What follows belongs to an exercise in optimizing a design on an open flow for small area; a production flow would make more cautious choices.
The RTL was checked by simulation tests, not by an equivalence proof against the original design.
Power figures rest on the tool's default switching activity, not on a simulated workload.

## pepper
// axi_lite_slave
module axi_lite_slave #(
    parameter ADDR_WIDTH = 4,
    parameter DATA_WIDTH = 32,
    parameter CLK_FREQ_HZ = 100_000_000,
    parameter NUM_LEDS = 4
) (
    input  wire                     S_AXI_ACLK,
    input  wire                     S_AXI_ARESETN,
    input  wire [ADDR_WIDTH-1:0]    S_AXI_AWADDR,
    input  wire [2:0]               S_AXI_AWPROT,
    input  wire                     S_AXI_AWVALID,
    output wire                     S_AXI_AWREADY,
    input  wire [DATA_WIDTH-1:0]    S_AXI_WDATA,
    input  wire [DATA_WIDTH/8-1:0]  S_AXI_WSTRB,
    input  wire                     S_AXI_WVALID,
    output wire                     S_AXI_WREADY,
    output wire [1:0]               S_AXI_BRESP,
    output wire                     S_AXI_BVALID,
    input  wire                     S_AXI_BREADY,
    input  wire [ADDR_WIDTH-1:0]    S_AXI_ARADDR,
    input  wire [2:0]               S_AXI_ARPROT,
    input  wire                     S_AXI_ARVALID,
    output wire                     S_AXI_ARREADY,
    output wire [DATA_WIDTH-1:0]    S_AXI_RDATA,
    output wire [1:0]               S_AXI_RRESP,
    output wire                     S_AXI_RVALID,
    input  wire                     S_AXI_RREADY,
    output wire [NUM_LEDS-1:0]      LED,
    output wire [6:0]               SEG_CATHODE,
    output wire [3:0]               SEG_ANODE,
    output wire                     IRQ_OUT,
    input  wire                     EXT_IRQ_IN
);
==> flow/config.mk <==
export PLATFORM = sky130hd
export DESIGN_NAME = axi_lite_slave
export DESIGN_NICKNAME = axi_lite_slave
export VERILOG_FILES = /design/flow/design.v
export SDC_FILE = /design/flow/constraint.sdc
export NUM_CORES = 4
export LEC_CHECK = 0
export ABC_AREA = 1
export CAP_MARGIN = 20
export CORE_MARGIN = 2
export CORE_UTILIZATION = 70
export SLEW_MARGIN = 20
==> flow/constraint.sdc <==
create_clock -name core_clock -period 10.0 [get_ports {S_AXI_ACLK}]
set_input_delay 2.0000 -clock core_clock [delete_from_list [all_inputs] [get_ports {S_AXI_ACLK}]]
set_output_delay 2.0000 -clock core_clock [all_outputs]
set_load 0.01 [all_outputs]
standard.sh (not shown) runs the stock make flow with config.mk's settings and CLKGATE_MAP_FILE= SYNTH_SCRIPT=/design/flow/synth_recipe.tcl, a recipe that flattens the netlist after the stock synthesis.
==> flow/flow/run.sh <==
#!/bin/bash
# Layout flow: the standard ORFS flow (standard.sh) with changes that
# only affect combinational mapping and buffering; the registers, their
# names and their cell types are those of the standard synthesis.
#  * Synthesis: ABC maps with an area-oriented script (abc_area.script in
#    this folder) instead of ORFS's, and Yosys's half/full-adder extraction
#    is skipped (ADDER_MAP_FILE empty), so ABC maps that logic too.  ORFS's
#    scripts are copied to ./scripts with only abc_area.script replaced.
#  * Every input and output port gets its own sky130_fd_sc_hd__buf_1.
#  * Clock tree synthesis: clkbuf_8 buffers, up to 16 sinks per leaf
#    cluster, no dummy loads.
# The make output goes to orfs_flow.log here; ORFS keeps each step's log
# under orfs/logs/.
set -euo pipefail
W=$(pwd)
HERE=$(cd "$(dirname "$0")" && pwd)
rm -rf "$W/scripts"
cp -r "$FLOW_HOME/scripts" "$W/scripts"
cp "$HERE/abc_area.script" "$W/scripts/abc_area.script"
bash standard.sh \
  "SCRIPTS_DIR=$W/scripts" \
  "ADDER_MAP_FILE=" \
  "BUFFER_PORTS_ARGS=-buffer_cell sky130_fd_sc_hd__buf_1" \
  "CTS_ARGS=-sink_clustering_enable -repair_clock_nets -dont_use_dummy_load -buf_list sky130_fd_sc_hd__clkbuf_8 -sink_clustering_size 16 -sink_clustering_max_diameter 50" \
  finish > "$W/orfs_flow.log" 2>&1
==> flow/flow/abc_area.script <==
strash
dch -f
amap -m -F 4 -A 6
topo
pepper finished end to end and its layout was clean on timing, DRC and antenna.
Modified inputs, quartz compared to pepper
- a change of CORE_UTILIZATION from 70 to 80
-- flow/flow/run.sh --
<<< pepper, line 22
  "ADDER_MAP_FILE=" \
  "BUFFER_PORTS_ARGS=-buffer_cell sky130_fd_sc_hd__buf_1" \
  "CTS_ARGS=-sink_clustering_enable -repair_clock_nets -dont_use_dummy_load -buf_list sky130_fd_sc_hd__clkbuf_8 -sink_clustering_size 16 -sink_clustering_max_diameter 50" \
  finish > "$W/orfs_flow.log" 2>&1
>>> quartz, line 22
  "ADDER_MAP_FILE=" \
  "BUFFER_PORTS_ARGS=-buffer_cell sky130_fd_sc_hd__buf_1" \
  "CTS_ARGS=-sink_clustering_enable -repair_clock_nets -dont_use_dummy_load -buf_list sky130_fd_sc_hd__clkbuf_8 -sink_clustering_size 20 -sink_clustering_max_diameter 50" \
  finish > "$W/orfs_flow.log" 2>&1
==> comparison <==
- Of the two candidates, pepper has the worse power and quartz the better one.
- Compared with pepper, quartz shows a higher starting density of the core.
- Compared with pepper, quartz has less setup slack.
- Taking pepper as the reference, in quartz fraction of the core area covered by cells at the end of the flow went up; worst path arrival time increased 0.12 ns; routed wire length up about 5%.
Relative to quartz, the following input files were edited for maple:
- CORE_UTILIZATION: 80 -> 70
==> flow/flow/run.sh <==
#!/bin/bash
# Layout flow: the standard ORFS flow (standard.sh, unchanged synthesis)
# with two changes that only affect buffering:
#  * every input and output port still gets its own buffer, but a
#    sky130_fd_sc_hd__buf_1 instead of the resizer's default choice;
#  * clock tree synthesis clusters up to 30 sinks per leaf buffer and does
#    not insert dummy loads.
# The make output goes to orfs_flow.log here; ORFS keeps each step's log
# under orfs/logs/.
set -euo pipefail
W=$(pwd)
bash standard.sh \
  "BUFFER_PORTS_ARGS=-buffer_cell sky130_fd_sc_hd__buf_1" \
  "CTS_ARGS=-sink_clustering_enable -repair_clock_nets -dont_use_dummy_load -buf_list sky130_fd_sc_hd__clkbuf_8 -sink_clustering_size 16 -sink_clustering_max_diameter 50" \
  finish > "$W/orfs_flow.log" 2>&1
removed: flow/flow/abc_area.script
## What came out
Compared to quartz, the routing of maple uses less wire. Sort quartz and maple by proportion of power drawn by combinational gates asc -> top: quartz. maple ends up with a clock-cell share of area that is 0.36 points higher than in quartz.

[what the ideal ports hide]
The flow's constraints put no driver on any port. The routed layouts listed below were extracted and timed again, unchanged, in two steps.
Step 1: set_driving_cell puts a clkbuf_16 on S_AXI_ACLK and a buf_2 on each other input, an assumption about the parent block.
Step 2 times the ports against the registers' clock, not the clock port: input delays grow and output delays shrink by t, the midpoint of the rising clock arrivals with the driver on.
a / b / c = ideal / step 1 / step 2; a / b = the first two.
run | shift t [ns] | setup slack, ns | latest minus earliest clock arrival (ns) | worst data-port slew with drivers (ns) | cell pins on the clock port's net
pepper | 0.516 | 3.960 / 3.926 / 4.442 | 0.017 / 0.017 | 0.04 | 1
quartz | 0.514 | 3.845 / 3.811 / 4.325 | 0.065 / 0.065 | 0.05 | 1
maple | 0.519 | 4.940 / 4.905 / 5.424 | 0.033 / 0.034 | 0.05 | 1
After both steps setup and hold are still met in every run listed.
